Context: an optimization exercise on an open-source flow, tuned for small area. The choices shown serve that exercise and are no tape-out recipe.
Only simulation tests tie the RTL to the original design; equivalence was not proved.
Power figures rest on the tool's default switching activity, not on a simulated workload.

[design/flow/flow/run.sh]
#!/bin/bash
# The standard layout with two changes:
#  - synthesis maps the logic with an area-oriented ABC script (flow/abc_area.script)
#    and leaves adders to ABC instead of mapping them to half/full adder cells first;
#    everything else in synth_recipe.tcl, and so every register, stays as it is;
#  - the port buffers are the smallest buffer cell;
#  - clock tree synthesis adds no dummy loads.
set -euo pipefail
here=$(pwd)
{
  echo 'set ::env(ADDER_MAP_FILE) ""'
  echo 'proc abc {args} {'
  echo '  set i [lsearch -exact $args -script]'
  echo "  lset args [expr {\$i+1}] $here/flow/abc_area.script"
  echo '  yosys abc {*}$args'
  echo '}'
  cat synth_recipe.tcl
} > area_synth.tcl
sed "s#SYNTH_SCRIPT=[^ ]*#SYNTH_SCRIPT=$here/area_synth.tcl#" standard.sh > area_standard.sh
grep -q "SYNTH_SCRIPT=$here/area_synth.tcl" area_standard.sh
export BUFFER_PORTS_ARGS="-buffer_cell sky130_fd_sc_hd__buf_1"
export CTS_ARGS="-sink_clustering_enable -repair_clock_nets -dont_use_dummy_load -buf_list sky130_fd_sc_hd__clkbuf_8 -tree_buf sky130_fd_sc_hd__clkbuf_2 -root_buf sky130_fd_sc_hd__clkbuf_2 -sink_clustering_size 22 -sink_clustering_max_diameter 60"
bash area_standard.sh > standard.log 2>&1
[design/flow/flow/abc_area.script]
&get -n
&st
&synch2
&dch -f
&nf -a -R 1000
&put
strash
&get -n
&synch2
&dch -f
&nf -a -R 1000
&put
stime -c
[design/flow/standard.sh]
#!/bin/bash
# synth_recipe.tcl (not shown) runs the flow's synth.tcl, then flattens the netlist and writes it again
# the make line also repeats each setting of config.mk as NAME=value (left out here)
make -C /OpenROAD-flow-scripts/flow DESIGN_CONFIG=/design/flow/config.mk WORK_HOME=/design/flow/orfs CLKGATE_MAP_FILE= SYNTH_SCRIPT=/design/flow/synth_recipe.tcl "${@:-finish}"
[design/flow/config.mk]
export PLATFORM = sky130hd
export DESIGN_NAME = uart_top
export DESIGN_NICKNAME = uart_top
export VERILOG_FILES = /design/flow/design.v
export SDC_FILE = /design/flow/constraint.sdc
export NUM_CORES = 4
export LEC_CHECK = 0
export CAP_MARGIN = 20
export CORE_MARGIN = 2
export CORE_UTILIZATION = 40
export CTS_BUF_LIST = sky130_fd_sc_hd__clkbuf_8
export CTS_CLUSTER_DIAMETER = 60
export CTS_CLUSTER_SIZE = 22
export PLACE_DENSITY = 0.6
export SLEW_MARGIN = 20
[design/flow/constraint.sdc]
create_clock -name core_clock -period 13.0 [get_ports {iClk}]
set_input_delay 2.6000 -clock core_clock [delete_from_list [all_inputs] [get_ports {iClk}]]
set_output_delay 2.6000 -clock core_clock [all_outputs]
set_load 0.01 [all_outputs]
[design/flow/design.v]
`timescale 1ns / 1ps
module uart_top #(
    parameter OPERAND_WIDTH = 512,
    parameter ADDER_WIDTH   = 32,
    parameter NBYTES        = OPERAND_WIDTH / 8,
    parameter CLK_FREQ      = 125_000_000,
    parameter BAUD_RATE     = 115_200
) (
    input wire iClk, iRst,
    input wire iRx,
    output wire oTx
);
    reg [511:0] rRing;
    reg [8:0]   rPh;
    reg [10:0]  rCyc;
    reg [3:0]   rBit;
    reg [6:0]   rByte;
    reg         rTx;      
    reg         rC;       
    reg         rNext;    
    reg         rOut;
    wire wBnd   = rCyc[10] & rCyc[6];    
    wire wWin   = rCyc[9];               
    wire wHit   = (rPh == {rByte[5:0], rBit[2:0]});
    wire wEn    = ~rBit[3] & wWin & wHit;
    wire wInA   = ~rTx & rByte[6];
    wire wInB   = ~rTx & ~rByte[6];
    wire wLast  = &rPh;
    wire wCin   = rC | (wEn & wInB & iRx);
    wire wNew   = (wEn & wInA) ? iRx : (rRing[0] ^ wCin);
    wire wGen   = rRing[0] & wCin;
    wire wBit8  = rBit[3] & ~rBit[0];
    wire wBit9  = rBit[3] & ~rBit[2] & rBit[0];
    wire wStart = ~rTx & ~iRx & rBit[3] & ~rBit[2];                  
    wire wByte  = wBit8 & (wBnd | wStart);
    always @(posedge iClk) begin
        rRing <= {wNew, rRing[511:1]};
        rPh   <= rPh + 1'b1;
        rC    <= wGen & ~wLast;
        if (wBnd | wStart) rCyc <= 11'd4;
        else               rCyc <= rCyc + 1'b1;
        if (wInA)
            rNext <= 1'b0;
        else if (~rTx)
            rNext <= rNext | (wGen & wLast);
        else if (wEn)
            rNext <= rByte[6] ? (rNext & ~|rBit[2:0]) : rRing[0];
        if (iRst) begin
            rBit  <= 4'd9;
            rTx   <= 1'b0;
            rByte <= 7'd127;
            rOut  <= 1'b1;
        end else begin
            if (wStart)
                rBit <= 4'd15;
            else if (wBnd)
                rBit <= wBit9 ? {~rTx, 2'b00, ~rTx} : rBit + 1'b1;
            if (wByte) begin
                if (rTx & rByte[6]) rByte[6] <= 1'b0;
                else                rByte    <= rByte - 1'b1;
                if (rByte == 7'd0)  rTx      <= ~rTx;
            end
            if (rTx & wBnd) rOut <= ~wBit9 & (rBit[3] | rNext);
        end
    end
    assign oTx = rOut;
endmodule
==> results of run 1 <==
-- power by group through the flow --
stage | clock [mW] | sequential, mW | combinational, mW
floorplan | 0 | 1.72 | 0.00790
global placement | 0 | 1.72 | 0.00981
detailed placement | 0 | 1.72 | 0.0100
CTS | 0.653 | 1.68 | 0.0101
global route | 0.710 | 1.68 | 0.0114
finish | 0.621 | 1.68 | 0.0100
-- kinds of logic after synthesis --
kind of cell,Yosys count
compound gates,35
xor+xnor,20
buf+inv,4
flops,547
simple gates,70
-- area by class of cell --
cell class,count,share of cell area (%)
Tap cell,384,3.82
Timing Repair Buffer,3,0.0895
Antenna cell,1,0.0199
Multi-Input combinational cell,125,5.80
Sequential cell,547,87.1
Inverter,4,0.119
Clock buffer,30,3.07
-- state kept, by name (all words and copies together) (netlist names) --
register	cells
rNext	1
rCyc	11
rPh	9
rRing	512
rC	1
rByte	7
rBit	4
rTx	1
rOut	1
-- metal layers --
layer	share of wire [%]	wire (microns)	track usage, %
met5	0	0	0
met4	4.3	475	3.37
met3	3.6	393	2.02
met2	32	3560	8.65
met1	60	6620	12.3
-- worst max-delay path by stage --
stage	end	slack [ns]	depth (start not counted)
after detailed placement	rByte[4]	8.22	9
final	oTx	8.97	1
after CTS	oTx	8.82	1
after floorplan	rByte[4]	8.66	8
after global routing	oTx	8.80	1
after global placement	rByte[5]	8.28	10
-- layout by cell type, fill, tap and decap left out, types with 2 or more instances in the layout --
| cell | Yosys | final |
|---|---|---|
| dfxtp_1 | 547 | 547 |
| clkbuf_8 | 0 | 27 |
| nor2_1 | 20 | 20 |
| a21oi_1 | 14 | 14 |
| nand2_1 | 13 | 13 |
| xnor2_1 | 12 | 12 |
| o21ai_0 | 10 | 10 |
| and3_1 | 9 | 9 |
| xor2_1 | 8 | 8 |
| nor3_1 | 7 | 7 |
| clkinv_1 | 4 | 4 |
| nand3_1 | 4 | 4 |
| a211oi_1 | 4 | 4 |
| nor3b_1 | 3 | 3 |
| nor2b_1 | 3 | 3 |
| nor4_1 | 3 | 3 |
| clkbuf_2 | 0 | 3 |
| buf_1 | 0 | 3 |
| nand4_1 | 2 | 2 |
| nand2b_1 | 2 | 2 |
| or3_1 | 2 | 2 |
| nand3b_1 | 2 | 2 |
-- through the flow --
stage	utilization, %	setup WS, ns	power [mW]	hold slack, ns	std cells
after CTS	43.7	8.82	2.35	0.296	1093
after detailed placement	42.3	8.22	1.73	0.312	1063
after floorplan	-	8.66	1.73	0.310	676
after global placement	42.3	8.28	1.73	0.311	1063
final	43.7	8.97	2.31	0.293	1094
after global routing	43.7	8.80	2.41	0.304	1094
==> results.yml, run 1 <==
drt:
  drc_errors: 0
  dr.pass1.iters: 4
  vias: 4178
  wl_per_cell_microns: 10.1
  totalWireLength_microns: 11000
  ant_nets: 0
  vias_per_cell: 3.82
  drtIter0Drc: 180
power:
  p_sw_mw: 0.440
  internal_power_mw: 1.87
  p_per_area_nw_per_um2: 184
  swShare_pct: 19.0
  comb_power_share_pct: 0.4
  leakage_nw: 4.86
  power_frac_seq_pct: 72.7
  ir_drop_v: 0.0000808
  power.share.clock_pct: 26.8
critical_path:
  endpoint_kind: "output pin"
  slowest_delay_ns: 0.34
  start_kind: "flop"
  regToRegSetupSlack_ns: 10.46
  crit_type: "reg -> out"
  r2r.worst_path.cells: 9
  crit_chain: "buf_1"
  path_max_fanout: 2
  critPathArrivalTime_ns: 1.43
  rr_startpoint: "rBit[3]"
  cp_num_buf_inv: 1
  crit_required_ns: 10.40
  cp_top_family: "flip-flops"
  cpMaxStageDelayCell: "dfxtp_1"
  r2r_end: "rByte[4]"
  cp-startpoint: "rOut"
synth:
  yosys_warnings: 1
  synth_compound_area_share_pct: 1.77
  syn_area_per_cell_sq_um: 17.3
  synth.most_common_cell: "dfxtp_1"
  synth_fa_ha_area_share_pct: 0
  synthDominantCellAreaShare_pct: 93.6
  ys_types: 26
  synth_mux_area_share_pct: 0
  synth_top_area_cell: "dfxtp_1"
  async_reset_ff_share_pct: 0
  yosys_register_bits: 547
  synthXorXnorAreaFrac_pct: 1.50
  synth_area_leaders: "dfxtp_1, xnor2_1, nor2_1"
  synth-edff-count: 0
  synth_top_family_by_area: "simple AND/OR/NAND/NOR gates"
  syn_area_sq_um: 11700
  ys_seq_area_share_pct: 93.6
  synthSimpleGateAreaFrac_pct: 2.97
  synth_nets: 679
  synth_cells: 676
  netlist_top_cells_count: "dfxtp_1, nor2_1, a21oi_1, nand2_1, xnor2_1"
  synth_ff_type: "dfxtp_1"
grt:
  antenna_found_initial: 1
  grtUsageTotal_pct: 7.46
  grt-ovfl-total: 0
  grt_pass1_wl_microns: 19000
  grt_pass1_vias: 3893
  grt_max_degree: 23
clocking:
  root_buffer: "clkbuf_2"
  cts.htree.levels: 1
  cts_resized: 0
  numCtsBuffers: 30
  clockBufferDepth: 3
  clock_latency_ns: 0.94
  ctsHoldBuffers: 0
  tritoncts: "built"
  path_clk_slew_ns: 0.12
  cts.sinks: 547
  cts_setup_buffers: 0
flow_run:
  maxCapViolCount: 0
place:
  place_area_sq_um: 12200
  portBuffers: 3
  dp_hpwl_microns: 5300
  gp_congestion: 0.686
sta:
  post-route-period-util_pct: 31.0
  max-slew-margin-rel_pct: 61.3
  clock_skew_ns: 0.0434
  rsz0062_at_grt: "false"
  worst_slew_pin_slew_ns: 0.581
  fin_setup_tns_ns: 0
  setup_viol: 0
  hold_viol: 0
  period_minus_slack_ns: 4.03
  maxClockFrequency_mhz: 248
  drv_slew: 0
hold_path:
  worstHoldEndpoint: "rRing[307]"
  hp-class: "reg -> reg"
  min_from: "rRing[308]"
  hold_depth: 0
final_layout:
  fin_nets: 714
  fillers: 2503
  final_layout_size_suffix_gt1_share_pct: 4.23
  seqCellArea_sq_um: 11000
  multi_input_area_sq_um: 729
  fin_area_sq_um: 12600
  syn2layout_area_growth_pct: 7.53
die:
  dieWidth_microns: 175
  core_sq_um: 28800
  rows: 62
  start_util_pct: 40.6
  ios: 4
  dieArea_sq_um: 30600
  chipHeight_microns: 175
outcome:
  status: "no timing/DRC/antenna violations"
==> inputs of run 2 (changes only) <==
--- a/design/flow/flow/run.sh
+++ b/design/flow/flow/run.sh
@@ -19,5 +19,5 @@
 sed "s#SYNTH_SCRIPT=[^ ]*#SYNTH_SCRIPT=$here/area_synth.tcl#" standard.sh > area_standard.sh
 grep -q "SYNTH_SCRIPT=$here/area_synth.tcl" area_standard.sh
 export BUFFER_PORTS_ARGS="-buffer_cell sky130_fd_sc_hd__buf_1"
-export CTS_ARGS="-sink_clustering_enable -repair_clock_nets -dont_use_dummy_load -buf_list sky130_fd_sc_hd__clkbuf_8 -tree_buf sky130_fd_sc_hd__clkbuf_2 -root_buf sky130_fd_sc_hd__clkbuf_2 -sink_clustering_size 22 -sink_clustering_max_diameter 60"
+export CTS_ARGS="-sink_clustering_enable -repair_clock_nets -dont_use_dummy_load -buf_list sky130_fd_sc_hd__clkbuf_8 -tree_buf sky130_fd_sc_hd__clkbuf_4 -root_buf sky130_fd_sc_hd__clkbuf_4 -sink_clustering_size 22 -sink_clustering_max_diameter 60"
 bash area_standard.sh > standard.log 2>&1
==> results.yml, run 2 <==
synth:
  synthXorXnorAreaFrac_pct: 1.50
  netlist_top_cells_count: "dfxtp_1, nor2_1, a21oi_1, nand2_1, xnor2_1"
  synth.most_common_cell: "dfxtp_1"
  synth_compound_area_share_pct: 1.77
  syn_area_per_cell_sq_um: 17.3
  ys_seq_area_share_pct: 93.6
  syn_area_sq_um: 11700
  synth_top_family_by_area: "simple AND/OR/NAND/NOR gates"
  synthDominantCellAreaShare_pct: 93.6
  synth-edff-count: 0
  synth_fa_ha_area_share_pct: 0
  yosys_register_bits: 547
  synth_top_area_cell: "dfxtp_1"
  yosys_warnings: 1
  synth_ff_type: "dfxtp_1"
  synthSimpleGateAreaFrac_pct: 2.97
  async_reset_ff_share_pct: 0
  ys_types: 26
  synth_nets: 679
  synth_area_leaders: "dfxtp_1, xnor2_1, nor2_1"
  synth_cells: 676
  synth_mux_area_share_pct: 0
power:
  leakage_nw: 4.86
  p_per_area_nw_per_um2: 184
  ir_drop_v: 0.0000809
critical_path:
  cp_num_buf_inv: 1
  endpoint_kind: "flop"
  r2r.worst_path.cells: 9
  crit_type: "in -> reg"
  crit_required_ns: 13.63
  critPathArrivalTime_ns: 4.62
  rr_startpoint: "rBit[3]"
  cp_top_family: "simple AND/OR/NAND/NOR gates"
  cpMaxStageDelayCell: "or3_1"
  regToRegSetupSlack_ns: 10.46
  path_max_fanout: 12
  cp-startpoint: "iRx"
  r2r_end: "rByte[4]"
  start_kind: "primary input"
  slowest_delay_ns: 0.40
  crit_chain: "buf_1, or3_1, nand2_1, nand3b_1, a21o_1, nor3_1, nand2_1, a21oi_1, o21ai_0"
  worst_path_most_repeated_cell: "nand2_1"
place:
  dp_hpwl_microns: 5300
  dp_cells: 1063
  portBuffers: 3
  gp_congestion: 0.686
clocking:
  ctsHoldBuffers: 0
  clockBufferDepth: 3
  path_clk_slew_ns: 0.12
  cts.htree.levels: 1
  numCtsBuffers: 30
  cts_setup_buffers: 0
  clock_latency_ns: 0.73
  root_buffer: "clkbuf_4"
  cts.sinks: 547
  cts_resized: 0
  tritoncts: "built"
drt:
  drtIter0Drc: 180
  wl_per_cell_microns: 10.1
  ant_nets: 0
  dr.pass1.iters: 4
  vias_per_cell: 3.82
  drc_errors: 0
  totalWireLength_microns: 11000
  vias: 4180
final_layout:
  seqCellArea_sq_um: 11000
  reg_top3: "rRing (512), rCyc (11), rPh (9)"
  top_register: "rRing"
  final_cells: 1094
  syn2layout_area_growth_pct: 7.60
  final_common_cell: "dfxtp_1"
  final_layout_size_suffix_gt1_share_pct: 4.23
  fillers: 2502
  largest_register_ffs: 512
  fin_nets: 714
  multi_input_area_sq_um: 729
  layout.cells.most_common_list: "dfxtp_1, clkbuf_8, nor2_1"
hold_path:
  hp-class: "reg -> reg"
  min_from: "rRing[308]"
  hold_depth: 0
  worstHoldEndpoint: "rRing[307]"
sta:
  max-slew-margin-rel_pct: 61.6
  fin_setup_tns_ns: 0
  rsz0062_at_grt: "false"
  drv_slew: 0
  hold_slack_ns: 0.292
  maxClockFrequency_mhz: 250
  setup_viol: 0
  clock_skew_ns: 0.0407
  post-route-period-util_pct: 30.7
  worst_slew_pin_slew_ns: 0.576
  period_minus_slack_ns: 3.99
  hold_viol: 0
grt:
  antenna_found_initial: 1
  grt_max_degree: 23
  grt_pass1_vias: 3893
  grt_pass1_wl_microns: 19000
  grtUsageTotal_pct: 7.46
  grt-ovfl-total: 0
flow_run:
  maxCapViolCount: 0
die:
  chipHeight_microns: 175
  start_util_pct: 40.6
  ios: 4
  dieArea_sq_um: 30600
  rows: 62
  dieWidth_microns: 175
  core_sq_um: 28800
outcome:
  status: "no timing/DRC/antenna violations"
==> run 2: cell counts after synthesis <==
Identical to the previous run, type by type.
==> run 2: metal layers <==
layer	GRT usage [%]	up-vias	wire length [microns]
met5	0	-	0
li1	-	2192	-
met1	12.3	1913	6610
met4	3.37	0	478
met3	2.02	36	393
met2	8.65	39	3560
==> run 2: kinds of logic after synthesis <==
group / count (synthesis)
DFF: 547
AOI/OAI and AO/OA: 35
buffers and inverters: 4
and+or+nand+nor: 70
xor gates and xnor gates: 20
==> run 2: worst max path at each step <==
stage	cells after the start	to	slack (ns)
after global routing	9	rByte[4]	8.78
after floorplan	8	rByte[4]	8.66
after detailed placement	9	rByte[4]	8.22
after global placement	10	rByte[5]	8.28
after CTS	1	oTx	9.06
final	9	rByte[4]	9.01
==> run 2: power by group <==
part / internal, mW / total, mW / leakage [nW] / switching, mW
Clock: 0.195 / 0.625 / 0.208 / 0.430
Combinational: 0.00484 / 0.0100 / 0.244 / 0.00518
Sequential: 1.68 / 1.68 / 4.41 / 0.00358
==> run 2: final cells by class <==
class | instances | area share [%]
inverter | 4 | 0.119
tap | 384 | 3.82
multi-input combinational | 125 | 5.80
antenna | 1 | 0.0199
sequential | 547 | 87.0
timing repair buffer | 3 | 0.0895
clock buffer | 30 | 3.13
==> run 2: metrics by stage <==
stage / utilization, % / worst slack [ns] / power (mW) / instance area (sq um)
final: 43.7 / 9.01 / 2.32 / 12600
after global routing: 43.7 / 8.78 / 2.41 / 12600
after CTS: 43.7 / 9.06 / 2.35 / 12600
after detailed placement: 42.3 / 8.22 / 1.73 / 12200
after global placement: 42.3 / 8.28 / 1.73 / 12200
after floorplan: - / 8.66 / 1.73 / 11700
==> run 2: worst reg2reg max path, delay by kind of cell, from the launching register on <==
| kind | cells | cell delay (ns) |
|---|---|---|
| compound gates | 3 | 0.50 |
| simple gates | 6 | 1.52 |
| flops | 1 | 0.46 |
==> inputs of run 3 (changes only) <==
--- a/design/flow/flow/run.sh
+++ b/design/flow/flow/run.sh
@@ -1,10 +1,11 @@
 #!/bin/bash
-# The standard layout with two changes:
+# The standard layout with these changes:
 #  - synthesis maps the logic with an area-oriented ABC script (flow/abc_area.script)
 #    and leaves adders to ABC instead of mapping them to half/full adder cells first;
 #    everything else in synth_recipe.tcl, and so every register, stays as it is;
 #  - the port buffers are the smallest buffer cell;
-#  - clock tree synthesis adds no dummy loads.
+#  - clock tree synthesis adds no dummy loads, and uses clkbuf_4 above the leaf
+#    buffers, which drive the registers and stay clkbuf_8.
 set -euo pipefail
 here=$(pwd)
 {
==> results.yml, run 3 <==
outcome:
  status: "no timing/DRC/antenna violations"
die:
  core_sq_um: 28800
  dieWidth_microns: 175
  start_util_pct: 40.6
  dieArea_sq_um: 30600
  ios: 4
  rows: 62
  chipHeight_microns: 175
synth:
  syn_area_sq_um: 11700
  synth_cells: 676
  ys_seq_area_share_pct: 93.6
  synth_top_area_cell: "dfxtp_1"
  ys_types: 26
  synth_nets: 679
  netlist_top_cells_count: "dfxtp_1, nor2_1, a21oi_1, nand2_1, xnor2_1"
  synth_area_leaders: "dfxtp_1, xnor2_1, nor2_1"
  yosys_register_bits: 547
  synth.most_common_cell: "dfxtp_1"
  syn_area_per_cell_sq_um: 17.3
  async_reset_ff_share_pct: 0
  synth_ff_type: "dfxtp_1"
  synthDominantCellAreaShare_pct: 93.6
  synth-edff-count: 0
  yosys_warnings: 1
critical_path:
  crit_required_ns: 13.63
  slowest_delay_ns: 0.40
  rr_startpoint: "rBit[3]"
  start_kind: "primary input"
  path_max_fanout: 12
  crit_type: "in -> reg"
  cpMaxStageDelayCell: "or3_1"
  cp-startpoint: "iRx"
  critPathArrivalTime_ns: 4.62
  crit_chain: "buf_1, or3_1, nand2_1, nand3b_1, a21o_1, nor3_1, nand2_1, a21oi_1, o21ai_0"
  endpoint_kind: "flop"
  worst_path_most_repeated_cell: "nand2_1"
power:
  totalPowerFinal_mw: 2.32
  p_per_area_nw_per_um2: 184
  leakage_nw: 4.86
  ir_drop_v: 0.0000809
drt:
  ant_nets: 0
  drc_errors: 0
  dr.pass1.iters: 4
  vias_per_cell: 3.82
  totalWireLength_microns: 11000
  wl_per_cell_microns: 10.1
  vias: 4180
  drtIter0Drc: 180
grt:
  grt_pass1_wl_microns: 19000
  grt-ovfl-total: 0
  grt_max_degree: 23
  grt_pass1_vias: 3893
  antenna_found_initial: 1
  grtUsageTotal_pct: 7.46
clocking:
  tritoncts: "built"
  clock_latency_ns: 0.73
  numCtsBuffers: 30
  ctsHoldBuffers: 0
  cts_resized: 0
  clockBufferDepth: 3
  path_clk_slew_ns: 0.12
  cts.htree.levels: 1
  root_buffer: "clkbuf_4"
  cts_setup_buffers: 0
  cts.sinks: 547
sta:
  drv_slew: 0
  post-route-period-util_pct: 30.7
  worst_slew_pin_slew_ns: 0.576
  max-slew-margin-rel_pct: 61.6
  hold_slack_ns: 0.292
  setup_viol: 0
  clock_skew_ns: 0.0407
  maxClockFrequency_mhz: 250
  fin_setup_tns_ns: 0
  period_minus_slack_ns: 3.99
  rsz0062_at_grt: "false"
  hold_viol: 0
final_layout:
  layout.cells.most_common_list: "dfxtp_1, clkbuf_8, nor2_1"
  seqCellArea_sq_um: 11000
  fin_nets: 714
  syn2layout_area_growth_pct: 7.60
  final_cells: 1094
  final_layout_size_suffix_gt1_share_pct: 4.23
  largest_register_ffs: 512
  reg_top3: "rRing (512), rCyc (11), rPh (9)"
  fin_area_sq_um: 12600
  final_common_cell: "dfxtp_1"
  top_register: "rRing"
  multi_input_area_sq_um: 729
  fillers: 2502
place:
  dp_hpwl_microns: 5300
  portBuffers: 3
  dp_cells: 1063
  place_area_sq_um: 12200
  gp_congestion: 0.686
hold_path:
  min_from: "rRing[308]"
  hp-class: "reg -> reg"
flow_run:
  maxCapViolCount: 0
run 3: cell counts in the layout (fill, tap and decap cells not counted):
Identical to the previous run, type by type.
run 3: logic make-up after synthesis:
kind of cell | after synthesis | share of synthesized area (%)
flip-flops | 547 | 93.6
AND/OR/NAND/NOR | 70 | 2.97
AO/OA/AOI/OAI | 35 | 1.77
XOR/XNOR | 20 | 1.50
buffers and inverters | 4 | 0.128
run 3: stage by stage:
stage	setup WS, ns	util (%)
2_1_floorplan	8.66	-
3_3_place_gp	8.28	42.3
3_5_place_dp	8.22	42.3
4_1_cts	9.06	43.7
5_1_grt	8.78	43.7
6_report	9.01	43.7
run 3: metal layers:
layer | vias to the layer above | share of wire (%) | global-route usage [%]
li1 | 2192 | - | -
met1 | 1913 | 60 | 12.3
met2 | 39 | 32 | 8.65
met3 | 36 | 3.6 | 2.02
met4 | 0 | 4.3 | 3.37
met5 | - | 0 | 0
run 3: layout make-up:
type	instances	area share [%]
tap	384	3.82
multi-input combinational	125	5.80
antenna	1	0.0199
timing repair buffer	3	0.0895
sequential	547	87.0
clock buffer	30	3.13
inverter	4	0.119
run 3: path summary, 6_finish.rpt:
path | endpoint | slack, ns | cells after the start
max | rByte[4] | 9.01 | 9
min | rRing[307] | 0.29 | 0
max reg2reg | rByte[4] | 10.46 | 9
min reg2reg | rRing[307] | 0.29 | 0
run 3: report_power, final:
| part | internal (mW) | switching, mW | leakage [nW] |
|---|---|---|---|
| sequential | 1.68 | 0.00358 | 4.41 |
| clock | 0.195 | 0.430 | 0.208 |
| combinational | 0.00484 | 0.00518 | 0.244 |
| total | 1.88 | 0.439 | 4.86 |
run 3: critical path: cells and delay by family:
family / cells / cell delay (ns)
buf+inv: 1 / 0.10
compound gates: 3 / 0.50
simple gates: 5 / 1.42

## static timing again, ports no longer ideal
No port has a modelled driver above. Below, the same layouts with a new extraction and two added sets of constraints.
Step 1 (the two cells are an assumption about what drives the block):
set clk [get_ports {iClk}]
set_driving_cell -lib_cell sky130_fd_sc_hd__clkbuf_16 $clk
set_driving_cell -lib_cell sky130_fd_sc_hd__buf_2 [delete_from_list [all_inputs] $clk]
Step 2 moves the port delays by t, midway between the first and last clock arrival at a register: inputs arrive t later, outputs are due t later. That takes back most of the time a late clock gives input paths.
a / b / c = ideal / step 1 / step 2; a / b = the first two.
run	t (ns)	slack for setup (ns)	worst register clock-pin slew, ns	worst data-port slew with drivers (ns)
run 1	0.951	8.968 / 8.928 / 8.265	0.12 / 0.12	0.03
run 2	0.760	9.007 / 9.027 / 8.268	0.12 / 0.12	0.03
run 3	0.760	9.007 / 9.027 / 8.268	0.12 / 0.12	0.03
After both steps setup and hold are still met in every run listed.
